From an optimization exercise on the open Yosys and OpenROAD flow, aimed at small area, a short achievable clock period and few clock cycles per item; shortcuts taken in it are not production practice.
Function was checked by simulation only, so behaviour that the tests miss may differ from the original.
Power figures rest on the tool's default switching activity, not on a simulated workload.

## flow/config.mk

```make
export PLATFORM = sky130hd
export DESIGN_NAME = md5
export DESIGN_NICKNAME = md5
export VERILOG_FILES = /design/flow/design.v
export SDC_FILE = /design/flow/constraint.sdc
export NUM_CORES = 4
export LEC_CHECK = 0
export CAP_MARGIN = 20
export CORE_MARGIN = 2
export CORE_UTILIZATION = 40
export PLACE_DENSITY = 0.6
export SLEW_MARGIN = 20
```

## flow/constraint.sdc

```tcl
create_clock -name core_clock -period 10.0 [get_ports {clk}]
set_input_delay 2.0000 -clock core_clock [delete_from_list [all_inputs] [get_ports {clk}]]
set_output_delay 2.0000 -clock core_clock [all_outputs]
set_load 0.01 [all_outputs]
```

## flow/design.v

```verilog
module md5(
    input clk,
    input reset,
    input [0:8*8-1] input_num,
    input input_valid,
    output [0:128-1] output_hash,
    output output_valid
);
localparam [31:0] H0 = 32'h67452301;
localparam [31:0] H1 = 32'hefcdab89;
localparam [31:0] H2 = 32'h98badcfe;
localparam [31:0] H3 = 32'h10325476;
reg idle;        
reg rnd;         
reg fin;         
reg done;        
reg [6:0] i;     
reg [31:0] b, c, d, x;
reg [31:0] w0, w1;   
wire [31:0] in_w0 = {input_num[24:31], input_num[16:23], input_num[8:15], input_num[0:7]};
wire [31:0] in_w1 = {input_num[56:63], input_num[48:55], input_num[40:47], input_num[32:39]};
always @(posedge clk) begin
    if (reset) begin
        idle <= 1'b1;
        rnd <= 1'b0;
        fin <= 1'b0;
        done <= 1'b0;
    end else begin
        if (idle && input_valid) begin
            idle <= 1'b0;
            rnd <= 1'b1;
        end
        if (rnd && i[5:0] == 6'd63) begin
            rnd <= 1'b0;
            fin <= 1'b1;
        end
        if (fin && i[1:0] == 2'd2) begin
            fin <= 1'b0;
            done <= 1'b1;
        end
    end
end
wire step = rnd || fin;
wire [6:0] i_next = idle ? 7'd0 : i + 7'd1;
always @(posedge clk) begin
    if (idle || step)
        i <= i_next;
end
reg [3:0] fs, rc, rf;
reg [3:0] fs_n, rc_n, rf_n;
always @(*) begin
    fs_n = 4'd0;
    fs_n[i_next[5:4]] = 1'b1;
    rc_n = 4'd0;
    rc_n[i_next[1:0]] = 1'b1;
    rf_n = 4'd0;
    case ({i_next[5:4], i_next[1:0]})
        4'd0, 4'd1, 4'd2: rf_n[3] = 1'b1;
        4'd3: rf_n[2] = 1'b1;
        4'd4: rf_n[1] = 1'b1;
        4'd5, 4'd6, 4'd7: rf_n[0] = 1'b1;
        4'd8: rf_n[0] = 1'b1;
        4'd9, 4'd10: rf_n[2] = 1'b1;
        4'd11: rf_n[3] = 1'b1;
        4'd12: rf_n[2] = 1'b1;
        default: rf_n[1] = 1'b1;
    endcase
end
always @(posedge clk) begin
    if (idle || step) begin
        fs <= fs_n;
        rc <= rc_n;
        rf <= rf_n;
    end
end
reg [31:0] knext;
always @(*) begin
    case (i)
        7'd0: knext = 32'he8c7b756;
        7'd1: knext = 32'h2420715b;
        7'd2: knext = 32'hc1bdceee;
        7'd3: knext = 32'hf57c0faf;
        7'd4: knext = 32'h4787c62a;
        7'd5: knext = 32'ha8304613;
        7'd6: knext = 32'hfd469501;
        7'd7: knext = 32'h698098d8;
        7'd8: knext = 32'h8b44f7af;
        7'd9: knext = 32'hffff5bb1;
        7'd10: knext = 32'h895cd7be;
        7'd11: knext = 32'h6b901122;
        7'd12: knext = 32'hfd987193;
        7'd13: knext = 32'ha67943ce;
        7'd14: knext = 32'h49b40821;
        7'd15: knext = 32'hf61e2562;
        7'd16: knext = 32'hc040b340;
        7'd17: knext = 32'h265e5a51;
        7'd18: knext = 32'he9b6c7aa;
        7'd19: knext = 32'hd62f105d;
        7'd20: knext = 32'h02441453;
        7'd21: knext = 32'hd8a1e681;
        7'd22: knext = 32'he7d3fbc8;
        7'd23: knext = 32'h21e1cde6;
        7'd24: knext = 32'hc3370816;
        7'd25: knext = 32'hf4d50d87;
        7'd26: knext = 32'h455a14ed;
        7'd27: knext = 32'ha9e3e905;
        7'd28: knext = 32'hfcefa478;
        7'd29: knext = 32'h676f02d9;
        7'd30: knext = 32'h8d2a4c8a;
        7'd31: knext = 32'hfffa3942;
        7'd32: knext = 32'h8771f681;
        7'd33: knext = 32'h6d9d6122;
        7'd34: knext = 32'hfde5384c;
        7'd35: knext = 32'ha4beea44;
        7'd36: knext = 32'h4bdecfa9;
        7'd37: knext = 32'hf6bb4b60;
        7'd38: knext = 32'hbebfbc70;
        7'd39: knext = 32'h289b7ec6;
        7'd40: knext = 32'heaa127fa;
        7'd41: knext = 32'hd4ef3085;
        7'd42: knext = 32'h04881d05;
        7'd43: knext = 32'hd9d4d039;
        7'd44: knext = 32'he6db99e5;
        7'd45: knext = 32'h1fa27cf8;
        7'd46: knext = 32'hc4ac56e5;
        7'd47: knext = 32'hf4292244;
        7'd48: knext = 32'h432aff97;
        7'd49: knext = 32'hab9423e7;
        7'd50: knext = 32'hfc93a039;
        7'd51: knext = 32'h655b59c3;
        7'd52: knext = 32'h8f0ccc92;
        7'd53: knext = 32'hffeff47d;
        7'd54: knext = 32'h85845dd1;
        7'd55: knext = 32'h6fa87e4f;
        7'd56: knext = 32'hfe2ce6e0;
        7'd57: knext = 32'ha3014314;
        7'd58: knext = 32'h4e0811a1;
        7'd59: knext = 32'hf7537e82;
        7'd60: knext = 32'hbd3af235;
        7'd61: knext = 32'h2ad7d33b;
        7'd62: knext = 32'heb86d391;
        7'd63: knext = 32'h67452301;
        7'd64: knext = 32'h10325476;
        7'd65: knext = 32'h98badcfe;
        7'd66: knext = 32'hefcdab89;
        default: knext = 32'h0;
    endcase
end
wire sel_w0 = i == 7'd18 || i == 7'd40 || i == 7'd47;
wire sel_w1 = i == 7'd0 || i == 7'd15 || i == 7'd35 || i == 7'd54;
wire [31:0] wnext = ({32{sel_w0}} & w0) | ({32{sel_w1}} & w1);
wire [31:0] x_a = idle ? H0 : d;
wire [31:0] x_k = idle ? 32'hd76aa478 : knext;
wire [31:0] x_m = idle ? in_w0 : wnext;
wire [31:0] x_next = x_a + x_k + x_m;
wire [31:0] f = ({32{fs[0]}} & ((b & c) | (~b & d)))
              | ({32{fs[1]}} & ((d & b) | (~d & c)))
              | ({32{fs[2]}} & (b ^ c ^ d))
              | ({32{fs[3]}} & (c ^ (b | ~d)));
wire [31:0] t = f + x;
wire [31:0] t1 = ({32{rc[0]}} & {t[27:0], t[31:28]})
               | ({32{rc[1]}} & {t[22:0], t[31:23]})
               | ({32{rc[2]}} & {t[17:0], t[31:18]})
               | ({32{rc[3]}} & {t[11:0], t[31:12]});
wire [31:0] t2 = ({32{rf[0]}} & t1)
               | ({32{rf[1]}} & {t1[30:0], t1[31]})
               | ({32{rf[2]}} & {t1[29:0], t1[31:30]})
               | ({32{rf[3]}} & {t1[28:0], t1[31:29]});
wire [31:0] b_next = b + t2;
always @(posedge clk) begin
    if (rnd)
        b <= b_next;
    else if (fin)
        b <= x;
    else if (idle)
        b <= H1;
end
always @(posedge clk) begin
    if (idle) begin
        c <= H2;
        d <= H3;
        w0 <= in_w0;
        w1 <= in_w1;
    end else if (step) begin
        c <= b;
        d <= c;
    end
end
always @(posedge clk) begin
    if (idle || step)
        x <= x_next;
end
assign output_valid = done;
assign output_hash = {d[7:0], d[15:8], d[23:16], d[31:24],
                      x[7:0], x[15:8], x[23:16], x[31:24],
                      b[7:0], b[15:8], b[23:16], b[31:24],
                      c[7:0], c[15:8], c[23:16], c[31:24]};
endmodule
```

## flow/run.sh

```bash
#!/bin/bash
# synth_recipe.tcl (not shown) runs the flow's synth.tcl, then flattens the netlist and writes it again
# the make line also repeats each setting of config.mk as NAME=value (left out here)
make -C /OpenROAD-flow-scripts/flow DESIGN_CONFIG=/design/flow/config.mk WORK_HOME=/design/flow/orfs CLKGATE_MAP_FILE= SYNTH_SCRIPT=/design/flow/synth_recipe.tcl finish
```

==> summary.txt, run 1 <==
Power and ir drop
  – Flop pwr share: 18.7%
  – Pint: 4000 uW
  – Worst VDD drop: 0.000128 V
  – Clk pwr share: 11.4%
  – Switching Share: 51.4%
  – Net switching power: 4240 uW
  – Comb power frac: 69.9%
  – PwrDens: 345 mW/mm^2
  – Static Leak: 0.00917 uW

Synthesis
  – Post-Syn Instances: 2587
  – Synth async-reset ratio: 0%
  – Commonest cells in the netlist: nand2_1, a21oi_1, o21ai_0, nor2_1, clkbuf_1
  – FF+latch count, synth: 215
  – Synth warn: 1
  – Cell variety after synth: 81
  – EDFF count, synth: 147
  – Count leader, synth: nand2_1
  – Syn Nets: 2818
  – Prevailing post-synth register cell: edfxtp_1
  – Synth Area per Inst: 7.94 sq um
  – Post-synth top area share: 21.5%
  – Register area share after synthesis: 28.1%
  – Top cells by area, synth: edfxtp_1, ha_1, a21oi_1
  – Leading area contributor after synthesis: edfxtp_1
  – Synth Cell Area: 0.0205 sq mm

Critical path
  – Largest stage delay, worst path: 0.82 ns
  – Setup CP Type: reg -> reg
  – Critical Path End: b[26]
  – Required @ worst endpoint: 10.29 ns
  – Crit path DAT: 8.99 ns
  – Worst setup EP type: register
  – CP startpoint: fs[0]
  – R2R Path End: b[26]
  – Register-to-register setup slack: 1.30 ns
  – Worst R2R Start: fs[0]
  – Crit path max-delay cell type: nor2_2
  – Critical path's most frequent cell: o21ai_0
  – Worst Path Max Fanout: 33
  – R2R cell count: 30
  – Startpoint Class: register

Layout
  – Final Non-Filler Cells: 3385
  – Area growth, synth to finish: 16.5%
  – Reg area: 0.00578 sq mm
  – Fillers: 5053
  – Final nets: 2916
  – Ratio of cells with drive above 1 in the final layout: 4.66%
  – Area of the multi-input gates: 0.0138 sq mm

Placement
  – RePlAce Congestion: 1.00
  – Dpl hpwl: 67.0 mm
  – Placed insts: 3338
  – Number of I/O port buffers: 195

Clocking
  – Clock Path Buffers: 3
  – Clock tree root driver cell: clkbuf_16
  – Cts bufs inserted: 25
  – Clock Latency Late Sink: 0.57 ns
  – Number of clock sinks: 215
  – Cts repair resizes: 0
  – CTS tree: built
  – Cts hold-fix bufs: 0
  – CTS H-tree depth: 1
  – Number of setup buffers added after CTS: 0
  – Clock Pin Slew Worst Setup and Hold Paths: 0.06 ns

Global route
  – Initial antenna violation count: 0
  – GR Util All Layers: 32.6%
  – Vias in the first global route: 20.1k
  – Largest net degree at the start of global routing: 154
  – First-pass GRT wire length: 131 mm
  – Grt ovf: 0

Timing
  – Final Hold Vio Count: 0
  – Post-route minimum period: 8.70 ns
  – Period utilization: 87.0%
  – Relative slew margins: 27.4%
  – Final setup violation count: 0
  – Skew final: 0.0227 ns
  – Total negative setup slack: 0 ns
  – Max Fclk: 0.115 GHz
  – Pins Over Slew Limit: 0
  – RSZ-0062 raised after global routing: false
  – Actual slew at the worst max-slew pin: 1.08 ns

Drt
  – Antenna Nets Post-Route: 0
  – DR iter-0 viols: 2708
  – Avg WL per Cell: 26.4 um
  – Total wire length: 89.5 mm
  – Vias: 21.2k
  – DRC Markers: 0
  – Avg Vias per Cell: 6.25
  – Pre-antenna DRT Iters: 7

Floorplanning
  – Die W: 231 um
  – Ports: 196
  – Starting Density: 40.3%
  – Core ar.: 0.0510 sq mm
  – Rows: 83
  – Die Area: 0.0531 sq mm
  – Die extent in y: 231 um

Status
  – Status: complete, no violations

Run
  – Max-Cap Viols: 0

Hold path
  – Hold Path Class: reg -> reg
==> cell usage in the layout (no fill, tap or decap), types with 32 or more instances in the layout <==
master,netlist,routed
nor3_1,47,47
nand2b_1,76,76
a31oi_1,58,58
ha_1,130,130
nand3b_1,41,41
a222oi_1,38,38
a22oi_1,37,37
nand3_1,32,32
nand2_1,384,384
fa_1,34,34
dfxtp_1,68,67
inv_1,101,101
nor3b_1,35,35
a221o_1,33,33
o21ai_0,180,180
xor2_1,33,33
a211oi_1,54,54
buf_4,0,44
xnor2_1,116,116
clkdlybuf4s50_1,0,195
a21o_1,40,40
edfxtp_1,147,147
a21oi_1,296,296
nor2_1,167,162
==> power by group through the flow <==
stage                     Combinational (uW)  Clock (uW)  Sequential (uW)
final                                   5760         939             1540
after global routing                    6220         984             1550
after CTS                               5650         956             1530
after detailed placement                5620           0             1550
after global placement                  5600           0             1550
after floorplan                         3910           0             1410
==> metal layers <==
layer / up-vias / global-route usage (%) / share of wire (%)
met1: 10301 / 41.1 / 41
met2: 942 / 56.2 / 48
met3: 210 / 3.38 / 6.3
met5: - / 0 / 0
li1: 9701 / - / -
met4: 0 / 14.9 / 5.0
==> critical path: cells and delay by family, from the launching register on <==
kind	cells	cell delay, ns
AO/OA/AOI/OAI	19	4.80
AND/OR/NAND/NOR	5	1.49
XOR/XNOR	1	0.18
adder cells (fa/ha/maj)	2	0.73
multiplexers	1	0.19
buffers and inverters	2	0.65
flip-flops	1	0.35
==> how the worst min path moves through the flow <==
stage | start | endpoint | slack (ns) | cells after the start
floorplan | done | done | 0.50 | 2
global placement | done | done | 0.46 | 2
finish | done | done | 0.49 | 2
detailed placement | done | done | 0.48 | 2
global route | done | done | 0.53 | 2
CTS | done | done | 0.50 | 2
==> registers in the layout (all words and copies together) (netlist names) <==
name,cells
b,32
c,32
d,32
w0,32
w1,32
x,32
i,7
fs,4
rc,4
rf,4
done,1
fin,1
idle,1
rnd,1
==> metrics by stage <==
stage               setup slack (ns)  hold WS [ns]  instance area (sq um)  power (uW)  util [%]
floorplan                       3.22         0.505                  20500        5320         -
global placement                1.56         0.458                  23100        7150      45.3
detailed placement              1.43         0.484                  23100        7170      45.3
CTS                             1.38         0.504                  23900        8140      46.9
global route                   0.806         0.527                  23900        8760      46.9
finish                          1.30         0.493                  23900        8240      46.9
==> cell families after synthesis <==
logic type               synth area share (%)
XOR/XNOR                                 6.36
multiplexers                            0.774
AO/OA/AOI/OAI                            29.0
buffers and inverters                    4.98
flip-flops                               28.1
AND/OR/NAND/NOR                          19.5
adder cells (fa/ha/maj)                  11.2
==> area by class of cell <==
type | instances | area share [%]
Multi-Input combinational cell | 2100 | 57.5
Sequential cell | 215 | 24.2
Timing Repair Buffer | 241 | 9.71
Tap cell | 680 | 3.56
Clock buffer | 37 | 3.06
Inverter | 102 | 1.60
Clock inverter | 9 | 0.398
Antenna cell | 1 | 0.0105
Testbench counts, summed over its fixed seeds: cycles 26,872, hashes 384.
==> inputs of run 2 (changes only) <==
--- a/flow/config.mk
+++ b/flow/config.mk
@@ -11,2 +11,3 @@
 export PLACE_DENSITY = 0.6
+export SETUP_SLACK_MARGIN = 4
 export SLEW_MARGIN = 20
==> summary.txt, run 2 <==
Synthesis
  – Largest family of logic cells by synthesized area: compound AO/OA/AOI/OAI gates
  – Syn Nets: 2818
  – Count leader, synth: nand2_1
  – Adder-Cell Fraction of Synth Area: 11.2%
  – Xor/xnor share of the synthesized area: 6.36%
  – Commonest cells in the netlist: nand2_1, a21oi_1, o21ai_0, nor2_1, clkbuf_1
  – Synth Cell Area: 0.0205 sq mm
  – Synth async-reset ratio: 0%
  – Simple-gate share of the synthesized area: 19.5%
  – Post-synthesis mux area share: 0.774%
  – FF+latch count, synth: 215
  – Post-Syn Instances: 2587
  – Top cells by area, synth: edfxtp_1, ha_1, a21oi_1
  – Post-synthesis compound-gate area fraction: 29.0%
  – Cell variety after synth: 81
  – Leading area contributor after synthesis: edfxtp_1
  – Synth warn: 1
  – Post-synth top area share: 21.5%
  – Prevailing post-synth register cell: edfxtp_1
  – EDFF count, synth: 147
  – Register area share after synthesis: 28.1%
  – Synth Area per Inst: 7.94 sq um

Layout
  – ANT cells: 0
  – Ratio of cells with drive above 1 in the final layout: 15.3%
  – Area growth, synth to finish: 28.5%
  – Most frequent cells in the layout: nand2_1, a21oi_1, clkdlybuf4s50_1, nor2_1, edfxtp_1
  – Final instance area: 0.0264 sq mm
  – Most common cell after layout, fill and taps aside: nand2_1
  – Final nets: 3039

Global route
  – First-pass GRT wire length: 135 mm
  – Met2 Use GR: 55.2%
  – Met1 Use GR: 42.7%
  – GR Util All Layers: 33.6%
  – Global route hottest layer: met2
  – Largest net degree at the start of global routing: 203
  – Vias in the first global route: 20.7k
  – Met3 Track Usage GR: 4.08%
  – Initial antenna violation count: 1
  – Grt ovf: 0

Critical path
  – Register-to-register setup slack: 3.08 ns
  – Crit path DAT: 7.24 ns
  – Worst R2R Start: fs[1]
  – Critical path's most frequent cell: a21o_1
  – Worst Path Max Fanout: 13
  – Required @ worst endpoint: 10.32 ns
  – R2R cell count: 32
  – Largest stage delay, worst path: 0.43 ns
  – R2R Path End: b[30]
  – Crit path max-delay cell type: edfxtp_1
  – Worst setup EP type: register
  – Worst path top cell family by delay: compound AO/OA/AOI/OAI gates
  – Setup CP Type: reg -> reg
  – WP buf/inv: 4
  – Startpoint Class: register

Placement
  – RePlAce Congestion: 1.04
  – Number of I/O port buffers: 195
  – Dpl hpwl: 66.8 mm
  – Area post-placement: 0.0234 sq mm
  – Worst slack, placed: 2.45 ns

Clocking
  – Clock tree root driver cell: clkbuf_16
  – Clock Path Buffers: 3
  – Number of clock sinks: 215
  – CTS tree: built
  – Clock Pin Slew Worst Setup and Hold Paths: 0.07 ns
  – Clock Latency Late Sink: 0.59 ns
  – CTS H-tree depth: 1
  – Cts bufs inserted: 27

Hold path
  – Worst Hold End: done
  – Hold Path Class: reg -> reg
  – WHS Path Cells: 2
  – Hold path startpoint: done

Drt
  – DRC Markers: 0
  – Antenna Nets Post-Route: 0
  – Pre-antenna DRT Iters: 11
  – Vias: 21.9k
  – Total wire length: 92.8 mm
  – Avg WL per Cell: 26.5 um
  – DR iter-0 viols: 2579
  – Avg Vias per Cell: 6.24

Floorplanning
  – Die extent in y: 231 um
  – Die Area: 0.0531 sq mm
  – Ports: 196
  – Rows: 83
  – Starting Density: 40.3%
  – Die W: 231 um
  – Core ar.: 0.0510 sq mm

Timing
  – Final worst setup slack: 3.08 ns
  – Post-route minimum period: 6.92 ns
  – Skew final: 0.0133 ns
  – Final setup violation count: 0
  – Relative slew margins: 14.4%
  – Pins Over Slew Limit: 0
  – RSZ-0062 raised after global routing: true
  – Final Hold Vio Count: 0
  – Period utilization: 69.2%
  – Total negative setup slack: 0 ns
  – Actual slew at the worst max-slew pin: 1.27 ns
  – Max Fclk: 0.144 GHz

Status
  – Status: complete, no violations

Run
  – Max-Cap Viols: 0

Power and ir drop
  – Worst VDD drop: 0.000187 V
  – Static Leak: 0.0100 uW
  – PwrDens: 369 mW/mm^2
[run 2: cell families after synthesis]
kind of cell	after synthesis
compound gates	914
fa+ha+maj	164
xor+xnor	149
mux	13
buf+inv	272
simple gates	860
flops	215
[run 2: tightest hold or removal path: stages, from the launching register on]
cell,delay [ns]
dfxtp_1,0.34
a21oi_1,0.04
nor2_1,0.07
[run 2: timing repair]
item | CTS | global route
cloned | 5 | 0
endpoints found under the setup margin | 44 | 38
gates resized for setup | 160 | 92
pin swaps | 124 | 74
buffers inserted | 73 | 43
hold buffers | 0 | 0
[run 2: metal layers]
layer / up-vias / part of all wire, %
li1: 9950 / -
met4: 2 / 6.5
met3: 249 / 6.5
met2: 1033 / 46
met5: - / 0.012
met1: 10666 / 40
[run 2: how the worst max path moves through the flow]
| stage | start | end | cells after the start |
|---|---|---|---|
| detailed placement | fs[1] | b[30] | 30 |
| floorplan | fs[1] | b[24] | 31 |
| global route | fs[1] | b[24] | 32 |
| global placement | fs[1] | b[30] | 30 |
| CTS | fs[1] | b[30] | 31 |
| finish | fs[1] | b[30] | 32 |
[run 2: final cells by class]
cell class / count / area (sq um)
flip-flops and latches: 215 / 5780
repair buffers: 362 / 3460
clock inverters: 18 / 159
inverters: 102 / 402
multi-input cells: 2100 / 15000
clock buffers: 30 / 708
well taps: 680 / 851
fillers: 4842 / 24600
[run 2: metrics by stage]
step | cells | utilization, % | power (uW) | hold slack [ns]
after global routing | 3507 | 51.7 | 10300 | 0.545
after global placement | 3337 | 45.8 | 7290 | 0.468
after floorplan | 2587 | - | 5530 | 0.505
after detailed placement | 3337 | 45.8 | 7340 | 0.477
final | 3507 | 51.7 | 9750 | 0.487
after CTS | 3463 | 50.3 | 9180 | 0.505
[run 2: report_power, final]
group	total (uW)	switching [uW]	leakage (uW)	internal, uW
clock network	985	423	0.000429	562
logic	7180	3970	0.00756	3220
registers	1580	394	0.00202	1180
total	9750	4790	0.0100	4960
==> inputs of run 3 (changes only) <==
--- a/flow/config.mk
+++ b/flow/config.mk
@@ -7,2 +7,3 @@
 export LEC_CHECK = 0
+export ABC_AREA = 1
 export CAP_MARGIN = 20
@@ -11,3 +12,3 @@
 export PLACE_DENSITY = 0.6
-export SETUP_SLACK_MARGIN = 4
+export SETUP_SLACK_MARGIN = 4.5
 export SLEW_MARGIN = 20
==> summary.txt, run 3 <==
Status
  – Status: complete, no violations

Floorplanning
  – Core ar.: 0.0523 sq mm
  – Starting Density: 40.3%
  – Die extent in y: 234 um
  – Ports: 196
  – Die Area: 0.0546 sq mm
  – Die W: 234 um
  – Rows: 84

Critical path
  – Required @ worst endpoint: 10.34 ns
  – R2R cell count: 18
  – Crit path DAT: 5.71 ns
  – R2R Path End: x[30]
  – Register-to-register setup slack: 4.62 ns
  – Startpoint Class: register
  – Worst R2R Start: i[1]
  – Setup CP Type: reg -> reg
  – Worst setup EP type: register
  – Worst Path Max Fanout: 9

Synthesis
  – Post-synthesis mux area share: 0%
  – EDFF count, synth: 147
  – Top cells by area, synth: edfxtp_1, nand2_1, ha_1
  – Xor/xnor share of the synthesized area: 2.98%
  – Cell variety after synth: 64
  – FF+latch count, synth: 215
  – Post-synth top area share: 20.9%
  – Synth Cell Area: 0.0211 sq mm
  – Leading area contributor after synthesis: edfxtp_1
  – Commonest cells in the netlist: nand2_1, inv_1, o21ai_0, nor2_1, a21oi_1
  – Register area share after synthesis: 27.4%
  – Prevailing post-synth register cell: edfxtp_1
  – Syn Nets: 3350
  – Post-synthesis compound-gate area fraction: 22.4%
  – Count leader, synth: nand2_1
  – Adder-Cell Fraction of Synth Area: 10.9%
  – Largest family of logic cells by synthesized area: simple AND/OR/NAND/NOR gates
  – Post-Syn Instances: 3119
  – Synth warn: 1
  – Synth Area per Inst: 6.76 sq um
  – Simple-gate share of the synthesized area: 26.9%
  – Synth async-reset ratio: 0%

Placement
  – RePlAce Congestion: 1.05
  – Dpl hpwl: 79.2 mm
  – Number of I/O port buffers: 195
  – Worst slack, placed: 3.64 ns
  – Placed insts: 3920

Drt
  – Antenna Nets Post-Route: 0
  – Avg Vias per Cell: 5.95
  – Avg WL per Cell: 25.5 um
  – Vias: 24.3k
  – Pre-antenna DRT Iters: 7
  – Total wire length: 104 mm
  – DR iter-0 viols: 2571
  – DRC Markers: 0

Global route
  – First-pass GRT wire length: 147 mm
  – Grt ovf: 0
  – Met1 Use GR: 45.8%
  – Largest net degree at the start of global routing: 71
  – Met2 Use GR: 58.2%
  – Global route hottest layer: met2
  – Met3 Track Usage GR: 7.92%
  – GR Util All Layers: 36.6%
  – Initial antenna violation count: 2
  – Vias in the first global route: 23.1k

Layout
  – Most frequent cells in the layout: nand2_1, inv_1, o21ai_0, nor2_1, a21oi_1
  – Most common cell after layout, fill and taps aside: nand2_1
  – Final Non-Filler Cells: 4079
  – Area growth, synth to finish: 27.7%
  – Final nets: 3600
  – ANT cells: 0
  – Ratio of cells with drive above 1 in the final layout: 14.9%

Timing
  – Max Fclk: 0.186 GHz
  – Final Hold Vio Count: 0
  – Pins Over Slew Limit: 0
  – Skew final: 0.0186 ns
  – Final setup violation count: 0
  – RSZ-0062 raised after global routing: true
  – Hold Slack: 0.507 ns
  – Final worst setup slack: 4.62 ns
  – Post-route minimum period: 5.38 ns
  – Period utilization: 53.8%
  – Relative slew margins: 27.6%
  – Total negative setup slack: 0 ns
  – Actual slew at the worst max-slew pin: 1.08 ns

Clocking
  – Clock Latency Late Sink: 0.60 ns
  – CTS H-tree depth: 1
  – CTS tree: built
  – Cts bufs inserted: 28
  – Clock Path Buffers: 3
  – Number of clock sinks: 215
  – Clock tree root driver cell: clkbuf_16
  – Clock Pin Slew Worst Setup and Hold Paths: 0.06 ns

Hold path
  – Worst Hold End: done
  – Hold Path Class: reg -> reg
  – Hold path startpoint: done
  – WHS Path Cells: 2

Power and ir drop
  – Worst VDD drop: 0.000164 V
  – PwrDens: 375 mW/mm^2
  – Static Leak: 0.0116 uW

Run
  – Max-Cap Viols: 0
-- run 3: changes by cell type in the layout (fill, tap and decap cells not counted), sizes merged, moves of 52 or more --
cell,change
inv,+316
nand3,+113
xnor2,-92
a211oi,-55
nand2b,-76
nor2,+114
a21oi,-71
o21ai,+110
o2111ai,+52
nand2,+429
-- run 3: worst max-delay path by stage --
stage / from / to / slack (ns) / depth (start not counted)
final: i[1] / x[30] / 4.62 / 18
after detailed placement: d[7] / b[22] / 3.64 / 29
after floorplan: idle / x[29] / 4.61 / 18
after global routing: b[12] / b[26] / 4.40 / 34
after CTS: c[8] / b[22] / 4.48 / 33
after global placement: fs[3] / b[22] / 3.74 / 30
-- run 3: per-layer routing --
| layer | part of all wire [%] | wire (um) |
|---|---|---|
| met5 | 0 | 0 |
| met4 | 6.3 | 6570 |
| met3 | 8.9 | 9240 |
| met2 | 45 | 46800 |
| met1 | 40 | 41500 |
-- run 3: power by group --
part	internal, uW	switching (uW)	total, uW
logic	2800	4670	7470
clock network	628	472	1100
registers	1180	354	1530
-- run 3: cells by family after synthesis --
kind of cell | after synthesis
simple gates | 1359
xor+xnor | 70
flops | 215
fa+ha+maj | 164
buf+inv | 529
compound gates | 782
-- run 3: cell type report --
cell class	count	area [sq um]
Tap cell	688	861
Timing Repair Buffer	335	3070
Timing Repair inverter	1	5.00
Fill cell	5117	25400
Clock buffer	29	704
Inverter	413	1570
Clock inverter	23	282
Multi-Input combinational cell	2375	14600
Sequential cell	215	5820
-- run 3: through the flow --
step	total power (uW)	instance area, sq um	utilization, %
after floorplan	5270	21100	-
after global placement	7400	23700	45.3
after detailed placement	7440	23800	45.4
after CTS	8880	25300	48.4
after global routing	10700	26900	51.5
final	10100	26900	51.5
-- run 3: critical path, stage by stage, from the launching register on --
cell	delay, ns
edfxtp_1	0.48
inv_1	0.29
ha_2	0.35
inv_1	0.17
ha_1	0.29
nor2_1	0.59
a21oi_1	0.27
o211ai_1	0.41
nand2_1	0.12
nand2_1	0.21
fa_1	0.44
inv_1	0.06
ha_1	0.17
inv_1	0.09
nor3_1	0.28
nor3b_1	0.37
nand3_1	0.12
o21ai_0	0.31
xor2_1	0.10
-- run 3: what timing repair did --
item / in CTS / in global routing
pin swaps: 11 / 95
setup buffers: 31 / 74
gates cloned: 0 / 1
hold buffers: 0 / 0
resized for setup: 84 / 265
setup endpoints to repair: 34 / 36
==> inputs of run 4 (changes only) <==
--- a/flow/config.mk
+++ b/flow/config.mk
@@ -9,2 +9,3 @@
 export CAP_MARGIN = 20
+export CELL_PAD_IN_SITES_DETAIL_PLACEMENT = 1
 export CORE_MARGIN = 2
==> summary.txt, run 4 <==
Synthesis
  – EDFF count, synth: 147
  – Post-synth top area share: 20.9%
  – Post-Syn Instances: 3119
  – Leading area contributor after synthesis: edfxtp_1
  – Synth warn: 1
  – Synth Cell Area: 0.0211 sq mm
  – Synth Area per Inst: 6.76 sq um
  – Register area share after synthesis: 27.4%
  – Prevailing post-synth register cell: edfxtp_1
  – Top cells by area, synth: edfxtp_1, nand2_1, ha_1
  – Syn Nets: 3350
  – FF+latch count, synth: 215
  – Cell variety after synth: 64
  – Synth async-reset ratio: 0%
  – Count leader, synth: nand2_1
  – Commonest cells in the netlist: nand2_1, inv_1, o21ai_0, nor2_1, a21oi_1

Clocking
  – Clock Path Buffers: 3
  – Number of clock sinks: 215
  – CTS H-tree depth: 1
  – Clock Pin Slew Worst Setup and Hold Paths: 0.08 ns
  – Cts hold-fix bufs: 0
  – Clock tree root driver cell: clkbuf_16
  – Clock Latency Late Sink: 0.61 ns
  – Cts bufs inserted: 28
  – CTS tree: built

Timing
  – Pins Over Slew Limit: 0
  – Final setup violation count: 0
  – Max Fclk: 0.152 GHz
  – Relative slew margins: 9.67%
  – Period utilization: 65.8%
  – Skew final: 0.0630 ns
  – Final Hold Vio Count: 0
  – RSZ-0062 raised after global routing: true
  – Hold Slack: 0.505 ns
  – Post-route minimum period: 6.58 ns
  – Total negative setup slack: 0 ns
  – Actual slew at the worst max-slew pin: 1.35 ns

Power and ir drop
  – Static Leak: 0.0120 uW
  – PwrDens: 407 mW/mm^2
  – Worst VDD drop: 0.000195 V

Placement
  – Dpl hpwl: 85.5 mm
  – Number of I/O port buffers: 195
  – RePlAce Congestion: 1.05
  – Area post-placement: 0.0238 sq mm

Critical path
  – CP startpoint: b[5]
  – Critical path's most frequent cell: nand2_1
  – Setup CP Type: reg -> reg
  – Crit path max-delay cell type: o21ai_0
  – Register-to-register setup slack: 3.42 ns
  – Worst setup EP type: register
  – R2R Path End: b[21]
  – Startpoint Class: register
  – Required @ worst endpoint: 10.34 ns
  – Worst Path Max Fanout: 5
  – R2R cell count: 34
  – Worst R2R Start: b[5]
  – Crit path DAT: 6.93 ns
  – Largest stage delay, worst path: 0.70 ns

Global route
  – Initial antenna violation count: 4
  – GR Util All Layers: 40.1%
  – Grt ovf: 0
  – Global route hottest layer: met2
  – Vias in the first global route: 25.8k
  – Met2 Use GR: 64.4%
  – Met1 Use GR: 49.1%
  – Largest net degree at the start of global routing: 71
  – First-pass GRT wire length: 163 mm
  – Met3 Track Usage GR: 8.51%

Drt
  – Total wire length: 122 mm
  – DR iter-0 viols: 2554
  – Pre-antenna DRT Iters: 5
  – Antenna Nets Post-Route: 0
  – Avg WL per Cell: 29.6 um
  – Vias: 26.2k
  – Avg Vias per Cell: 6.37
  – DRC Markers: 0

Layout
  – Area growth, synth to finish: 32.9%
  – Most frequent cells in the layout: nand2_1, inv_1, o21ai_0, nor2_1, a21oi_1
  – Area of the multi-input gates: 0.0154 sq mm
  – Ratio of cells with drive above 1 in the final layout: 19.1%
  – Reg area: 0.00582 sq mm
  – Most common cell after layout, fill and taps aside: nand2_1
  – Fillers: 6427
  – Final instance area: 0.0280 sq mm
  – Final nets: 3637

Floorplanning
  – Rows: 84
  – Ports: 196
  – Die W: 234 um
  – Core ar.: 0.0523 sq mm
  – Starting Density: 40.3%
  – Die extent in y: 234 um
  – Die Area: 0.0546 sq mm

Run
  – Max-Cap Viols: 0

Hold path
  – WHS Path Cells: 2
  – Hold path startpoint: done
  – Hold Path Class: reg -> reg
  – Worst Hold End: done

Status
  – Status: complete, no violations
==> run 4: metrics by stage <==
step / setup slack, ns / total power, uW / utilization [%] / instances
CTS: 4.41 / 9200 / 48.8 / 4020
finish: 3.42 / 11400 / 53.5 / 4119
detailed placement: 3.55 / 7610 / 45.4 / 3920
global route: 3.32 / 11800 / 53.5 / 4116
floorplan: 4.61 / 5270 / - / 3119
global placement: 3.74 / 7400 / 45.3 / 3919
==> run 4: report_power, final <==
| part | switching (uW) | internal (uW) |
|---|---|---|
| sequential | 380 | 1180 |
| combinational | 5560 | 3190 |
| clock | 452 | 658 |
| total | 6390 | 5020 |
==> run 4: worst max path at each step <==
stage / slack, ns / cells past startpoint / to
2_1_floorplan: 4.61 / 18 / x[29]
3_3_place_gp: 3.74 / 30 / b[22]
3_5_place_dp: 3.55 / 33 / b[22]
4_1_cts: 4.41 / 33 / b[22]
5_1_grt: 3.32 / 34 / b[21]
6_report: 3.42 / 34 / b[21]
==> run 4: final cells by class <==
cell class                 instances  share of cell area (%)
antenna                            3                  0.0268
multi-input combinational       2375                    54.8
inverter                         413                    5.61
timing repair inverter             1                  0.0179
timing repair buffer             372                    12.2
tap                              688                    3.07
clock inverter                    17                   0.728
sequential                       215                    20.8
clock buffer                      35                    2.78
==> run 4: kinds of logic (layout without fill, tap and decap cells) <==
kind of cell               after synthesis  in the layout  synth area share (%)
xor gates and xnor gates                70             70                  2.98
buffers and inverters                  529            838                  9.46
AOI/OAI and AO/OA                      782            782                  22.4
adders and majority gates              164            164                  10.9
other                                    0              3                     0
and+or+nand+nor                       1359           1359                  26.9
DFF                                    215            215                  27.4
==> run 4: critical path, delay by kind of cell, from the launching register on <==
kind	cells	cell delay, ns
flops	1	0.58
compound gates	9	2.04
fa+ha+maj	2	0.76
buf+inv	3	0.40
simple gates	20	2.48
==> run 4: per-layer routing <==
| metal | wire, um | up-vias |
|---|---|---|
| met5 | 27 | - |
| met2 | 54800 | 1673 |
| met3 | 12300 | 546 |
| met1 | 45700 | 12865 |
| li1 | - | 11155 |
| met4 | 9120 | 4 |
==> run 4: what timing repair did <==
item	in CTS	in global routing
gates cloned	0	1
setup buffers	48	94
pin swaps	20	160
endpoints found under the setup margin	38	35
resized for setup	124	425
==> inputs of run 5 (changes only) <==
==> flow/flow/run.sh (new file) <==
#!/bin/bash
set -euo pipefail
export BUFFER_PORTS_ARGS="-buffer_cell sky130_fd_sc_hd__buf_1"
bash standard.sh > standard.log 2>&1
==> flow/standard.sh (new file) <==
#!/bin/bash
# synth_recipe.tcl (not shown) runs the flow's synth.tcl, then flattens the netlist and writes it again
# the make line also repeats each setting of config.mk as NAME=value (left out here)
make -C /OpenROAD-flow-scripts/flow DESIGN_CONFIG=/design/flow/config.mk WORK_HOME=/design/flow/orfs CLKGATE_MAP_FILE= SYNTH_SCRIPT=/design/flow/synth_recipe.tcl "${@:-finish}"
--- a/flow/config.mk
+++ b/flow/config.mk
@@ -9,3 +9,2 @@
 export CAP_MARGIN = 20
-export CELL_PAD_IN_SITES_DETAIL_PLACEMENT = 1
 export CORE_MARGIN = 2
removed: flow/run.sh
==> summary.txt, run 5 <==
Critical path
  – Worst setup EP type: register
  – Setup CP Type: reg -> reg
  – Startpoint Class: register
  – R2R Path End: x[29]
  – Worst Path Max Fanout: 10
  – Crit path DAT: 5.71 ns
  – R2R cell count: 24
  – Worst R2R Start: i[1]
  – Required @ worst endpoint: 10.32 ns
  – Register-to-register setup slack: 4.61 ns

Synthesis
  – Cell variety after synth: 64
  – Post-synth top area share: 20.9%
  – Synth warn: 1
  – Top cells by area, synth: edfxtp_1, nand2_1, ha_1
  – Leading area contributor after synthesis: edfxtp_1
  – Post-Syn Instances: 3119
  – Commonest cells in the netlist: nand2_1, inv_1, o21ai_0, nor2_1, a21oi_1
  – Synth async-reset ratio: 0%
  – Synth Area per Inst: 6.76 sq um
  – Synth Cell Area: 0.0211 sq mm
  – EDFF count, synth: 147
  – Prevailing post-synth register cell: edfxtp_1
  – Register area share after synthesis: 27.4%
  – Syn Nets: 3350
  – Count leader, synth: nand2_1
  – FF+latch count, synth: 215

Clocking
  – CTS tree: built
  – Number of clock sinks: 215
  – Clock Latency Late Sink: 0.59 ns
  – Clock Path Buffers: 3
  – Clock tree root driver cell: clkbuf_16
  – CTS H-tree depth: 1
  – Cts bufs inserted: 28
  – Clock Pin Slew Worst Setup and Hold Paths: 0.07 ns

Hold path
  – WHS Path Cells: 2
  – Hold Path Class: reg -> reg
  – Hold path startpoint: done
  – Worst Hold End: done

Timing
  – Final worst setup slack: 4.61 ns
  – Period utilization: 53.9%
  – Max Fclk: 0.185 GHz
  – Final setup violation count: 0
  – Skew final: 0.0245 ns
  – Pins Over Slew Limit: 0
  – Post-route minimum period: 5.39 ns
  – RSZ-0062 raised after global routing: true
  – Final Hold Vio Count: 0
  – Relative slew margins: 26.9%
  – Actual slew at the worst max-slew pin: 1.10 ns
  – Total negative setup slack: 0 ns

Floorplanning
  – Rows: 84
  – Die W: 234 um
  – Die Area: 0.0546 sq mm
  – Ports: 196
  – Die extent in y: 234 um
  – Core ar.: 0.0523 sq mm
  – Starting Density: 40.3%

Drt
  – Avg WL per Cell: 25.1 um
  – Pre-antenna DRT Iters: 6
  – Vias: 24.0k
  – DR iter-0 viols: 2545
  – Total wire length: 102 mm
  – DRC Markers: 0
  – Avg Vias per Cell: 5.89
  – Antenna Nets Post-Route: 0

Global route
  – Grt ovf: 0
  – Largest net degree at the start of global routing: 81
  – Initial antenna violation count: 3
  – First-pass GRT wire length: 144 mm
  – GR Util All Layers: 35.9%
  – Vias in the first global route: 22.6k

Placement
  – Worst slack, placed: 3.76 ns
  – Number of I/O port buffers: 195
  – RePlAce Congestion: 1.03
  – Dpl hpwl: 78.6 mm
  – Placed insts: 3921

Power and ir drop
  – Switching Share: 55.2%
  – Tot Pwr: 9790 uW
  – Comb power frac: 73.4%
  – Worst VDD drop: 0.000201 V
  – Flop pwr share: 15.7%
  – PwrDens: 381 mW/mm^2
  – Net switching power: 5400 uW
  – Pint: 4390 uW
  – Static Leak: 0.0111 uW
  – Clk pwr share: 10.9%

Layout
  – Area growth, synth to finish: 21.7%
  – Final Non-Filler Cells: 4082
  – Ratio of cells with drive above 1 in the final layout: 15.1%
  – Final nets: 3602
  – Most common cell after layout, fill and taps aside: nand2_1
  – Most frequent cells in the layout: nand2_1, inv_1, o21ai_0, nor2_1, a21oi_1
  – Fillers: 5297

Run
  – Max-Cap Viols: 0

Status
  – Status: complete, no violations
## run 5: changes by cell type in the layout (fill, tap and decap cells not counted), sizes merged
cell	delta
inv	-3
diode	-2
clkdlybuf4s50	-195
bufinv	-1
clkinvlp	+1
clkbuf	+2
buf	+161
## run 5: power groups by stage
stage	Sequential, uW	Combinational, uW	Clock, uW
floorplan	1390	3880	0
global placement	1540	5720	0
detailed placement	1550	5720	0
CTS	1520	6000	1080
global route	1540	7760	1110
finish	1540	7180	1070
## run 5: logic make-up (layout without fill, tap and decap cells)
kind of cell / Yosys count / count (layout) / share of synthesized area [%]
AOI/OAI and AO/OA: 782 / 782 / 22.4
xor gates and xnor gates: 70 / 70 / 2.98
adders and majority gates: 164 / 164 / 10.9
buffers and inverters: 529 / 803 / 9.46
DFF: 215 / 215 / 27.4
other: 0 / 1 / 0
and+or+nand+nor: 1359 / 1359 / 26.9
## run 5: routing by layer
metal	vias up	wire length, um	global-route usage, %
met2	1235	46500	57.3
met3	258	8620	7.47
met5	-	11	0
met4	2	5700	18.4
met1	11450	41400	45.7
li1	11095	-	-
## run 5: repair_timing
action,in CTS,in global routing
resized for setup,60,303
setup buffers,27,81
hold buffers,0,0
pin swaps,11,86
setup endpoints to repair,31,35
## run 5: layout make-up
cell class	instances	area (sq um)	share of cell area, %
antenna	1	2.50	0.00975
clock buffer	37	764	2.98
clock inverter	15	181	0.707
inverter	413	1570	6.11
multi-input combinational	2375	14600	56.9
sequential	215	5820	22.7
tap	688	861	3.35
timing repair buffer	338	1860	7.26
## run 5: how the worst max path moves through the flow
stage                from     to  slack [ns]
floorplan            idle  x[29]        4.61
global placement    fs[3]  b[22]        3.86
detailed placement  fs[3]  b[22]        3.76
CTS                 d[12]  b[22]        4.37
global route         b[7]  b[22]        4.39
finish               i[1]  x[29]        4.61
## run 5: through the flow
step	hold WS [ns]	cell area, sq um	utilization, %
floorplan	0.503	21100	-
global placement	0.460	22500	43.0
detailed placement	0.488	22500	43.0
CTS	0.501	23900	45.6
global route	0.516	25700	49.0
finish	0.500	25700	49.0
## run 5: critical path: stages, from the launching register on
cell and delay [ns]:
edfxtp_1 0.32, buf_4 0.20, clkinvlp_4 0.22, buf_4 0.19, ha_1 0.25, nor2_1 0.43, nor2_1 0.19, inv_1 0.18
o21ai_0 0.09, nand2_1 0.12, o2111ai_2 0.21, nand2_1 0.17, nand2_1 0.09, fa_1 0.52, inv_1 0.05, ha_1 0.37
nand2_1 0.09, nor4_1 0.35, a21oi_2 0.13, o21bai_1 0.28, a21oi_2 0.13, o21bai_2 0.18, a21boi_2 0.10, o211ai_1 0.17
nand2_1 0.08
==> inputs of run 6 (changes only) <==
--- a/flow/config.mk
+++ b/flow/config.mk
@@ -12,3 +12,3 @@
 export PLACE_DENSITY = 0.6
-export SETUP_SLACK_MARGIN = 4.5
+export SETUP_SLACK_MARGIN = 5
 export SLEW_MARGIN = 20
==> summary.txt, run 6 <==
Synthesis
  – Xor/xnor share of the synthesized area: 2.98%
  – EDFF count, synth: 147
  – Post-Syn Instances: 3119
  – Post-synth top area share: 20.9%
  – Syn Nets: 3350
  – Count leader, synth: nand2_1
  – Synth warn: 1
  – Synth Area per Inst: 6.76 sq um
  – Synth async-reset ratio: 0%
  – Register area share after synthesis: 27.4%
  – Leading area contributor after synthesis: edfxtp_1
  – Largest family of logic cells by synthesized area: simple AND/OR/NAND/NOR gates
  – Top cells by area, synth: edfxtp_1, nand2_1, ha_1
  – Cell variety after synth: 64
  – Post-synthesis mux area share: 0%
  – Post-synthesis compound-gate area fraction: 22.4%
  – Simple-gate share of the synthesized area: 26.9%
  – Commonest cells in the netlist: nand2_1, inv_1, o21ai_0, nor2_1, a21oi_1
  – FF+latch count, synth: 215
  – Prevailing post-synth register cell: edfxtp_1
  – Adder-Cell Fraction of Synth Area: 10.9%
  – Synth Cell Area: 0.0211 sq mm

Status
  – Status: complete, no violations

Power and ir drop
  – Worst VDD drop: 0.000196 V
  – Tot Pwr: 11200 uW
  – Static Leak: 0.0118 uW
  – PwrDens: 402 mW/mm^2

Timing
  – Period utilization: 53.3%
  – Pins Over Slew Limit: 0
  – Relative slew margins: 25.7%
  – Final Hold Vio Count: 0
  – Final setup violation count: 0
  – Skew final: 0.0489 ns
  – Total negative setup slack: 0 ns
  – Hold Slack: 0.480 ns
  – Max Fclk: 0.188 GHz
  – Post-route minimum period: 5.33 ns
  – Actual slew at the worst max-slew pin: 1.11 ns
  – RSZ-0062 raised after global routing: true

Drt
  – Avg WL per Cell: 25.2 um
  – Vias: 24.7k
  – Antenna Nets Post-Route: 0
  – Total wire length: 106 mm
  – DR iter-0 viols: 2506
  – Avg Vias per Cell: 5.91
  – Pre-antenna DRT Iters: 6
  – DRC Markers: 0

Placement
  – Area post-placement: 0.0225 sq mm
  – RePlAce Congestion: 1.07
  – Dpl hpwl: 77.8 mm
  – Placed insts: 3920
  – Number of I/O port buffers: 195

Critical path
  – Worst Path Max Fanout: 4
  – CP startpoint: b[7]
  – Worst R2R Start: b[7]
  – Startpoint Class: register
  – Worst setup EP type: register
  – Crit path max-delay cell type: edfxtp_1
  – Largest stage delay, worst path: 0.52 ns
  – Setup CP Type: reg -> reg
  – Crit path DAT: 5.69 ns
  – Required @ worst endpoint: 10.36 ns

Layout
  – Final instance area: 0.0279 sq mm
  – Final nets: 3704
  – Most frequent cells in the layout: nand2_1, inv_1, o21ai_0, buf_4, nor2_1
  – Area growth, synth to finish: 32.1%
  – Ratio of cells with drive above 1 in the final layout: 23.7%
  – Fillers: 5066
  – ANT cells: 0
  – Final Non-Filler Cells: 4182
  – Most common cell after layout, fill and taps aside: nand2_1

Global route
  – Largest net degree at the start of global routing: 76
  – Vias in the first global route: 23.1k
  – First-pass GRT wire length: 147 mm
  – GR Util All Layers: 36.6%
  – Grt ovf: 0
  – Initial antenna violation count: 2

Floorplanning
  – Die Area: 0.0546 sq mm
  – Ports: 196
  – Die W: 234 um
  – Starting Density: 40.3%
  – Rows: 84
  – Core ar.: 0.0523 sq mm
  – Die extent in y: 234 um

Hold path
  – Hold path startpoint: done
  – Hold Path Class: reg -> reg

Run
  – Max-Cap Viols: 0

Clocking
  – Clock Latency Late Sink: 0.61 ns
  – Clock Pin Slew Worst Setup and Hold Paths: 0.07 ns
  – CTS H-tree depth: 1
  – Number of clock sinks: 215
  – CTS tree: built
  – Clock Path Buffers: 3
  – Clock tree root driver cell: clkbuf_16
  – Cts bufs inserted: 28
run 6: changes by cell type in the layout (fill, tap and decap cells not counted), sizes merged:
| cell | previous run | this run |
|---|---|---|
| buf | 338 | 437 |
| clkinv | 10 | 19 |
| clkbuf | 37 | 32 |
| bufinv | 3 | 2 |
| clkinvlp | 6 | 5 |
| diode | 1 | 0 |
run 6: cell families after synthesis:
family                   after synthesis
flip-flops                           215
AND/OR/NAND/NOR                     1359
adder cells (fa/ha/maj)              164
buffers and inverters                529
AO/OA/AOI/OAI                        782
XOR/XNOR                              70
run 6: area by class of cell:
class                   count  area [sq um]  area share [%]
flip-flops and latches    215          5830            20.9
repair buffers            437          2730            9.78
multi-input cells        2375         15900            57.2
inverters                 413          1610            5.77
repair inverters            3          17.5          0.0629
clock inverters            19           145           0.521
clock buffers              32           737            2.64
well taps                 688           861            3.09
run 6: routing by layer:
metal  GRT usage (%)  wire length [um]
met5               0                18
met3            7.01              9020
met4            18.2              6310
met1            47.2             42800
met2            58.4             47300
run 6: report_power, final:
part | switching [uW] | internal, uW | leakage, uW
combinational | 5200 | 3410 | 0.00934
clock | 466 | 558 | 0.000438
sequential | 377 | 1180 | 0.00205
run 6: through the flow:
stage	worst slack, ns	util (%)
3_3_place_gp	3.77	43.0
6_report	4.67	53.2
5_1_grt	4.43	53.2
3_5_place_dp	3.64	43.0
2_1_floorplan	5.06	-
4_1_cts	4.78	49.1
run 6: path summary, 6_finish.rpt:
kind              slack (ns)    end  cells past startpoint
setup reg to reg        4.67  b[18]                     34
setup / recovery        4.67  b[18]                     34
hold / removal          0.48   done                      2
hold reg to reg         0.48   done                      2
run 6: worst max-delay path: cells and delay by family (launching register included):
kind            cells  cell delay, ns
simple gates       18            1.91
xor+xnor            1            0.13
flops               1            0.52
fa+ha+maj           2            0.62
compound gates      8            1.19
buf+inv             5            0.69
run 6: repair_timing:
item | CTS | global route
endpoints found under the setup margin | 47 | 46
hold buffers | 0 | 0
endpoints found under the hold margin | 0 | 0
resized for setup | 335 | 363
setup buffers | 119 | 89
pin swaps | 107 | 163
cloned | 1 | 2

afterwards: timing with drivers on the ports:
How much do the figures lean on ideal ports? The routed layouts below were timed once more, with nothing changed but the port constraints.
Step 1 sets driving cells, clkbuf_16 on the clock port and buf_2 on the other inputs (assumed; they add their load-dependent delay and slew).
Step 2 moves the port delays by t, midway between the first and last clock arrival at a register: inputs arrive t later, outputs are due t later. That takes back most of the time a late clock gives input paths.
a / b / c = ideal / step 1 / step 2; a / b = the first two.
run | t, ns | setup slack, ns | latest minus earliest clock arrival (ns)
run 1 | 0.622 | 1.297 / 1.297 / 1.297 | 0.024 / 0.024
run 2 | 0.637 | 3.079 / 3.079 / 3.079 | 0.014 / 0.013
run 3 | 0.657 | 4.625 / 4.625 / 4.504 | 0.021 / 0.020
run 4 | 0.639 | 3.416 / 3.416 / 3.416 | 0.063 / 0.064
run 5 | 0.639 | 4.609 / 4.609 / 4.609 | 0.026 / 0.025
run 6 | 0.651 | 4.668 / 4.668 / 4.668 | 0.049 / 0.049
After both steps every run listed still meets setup and hold. The setup slack of run 3, which loses most, moves by 0.000 ns with the drivers and by -0.121 ns with both steps.
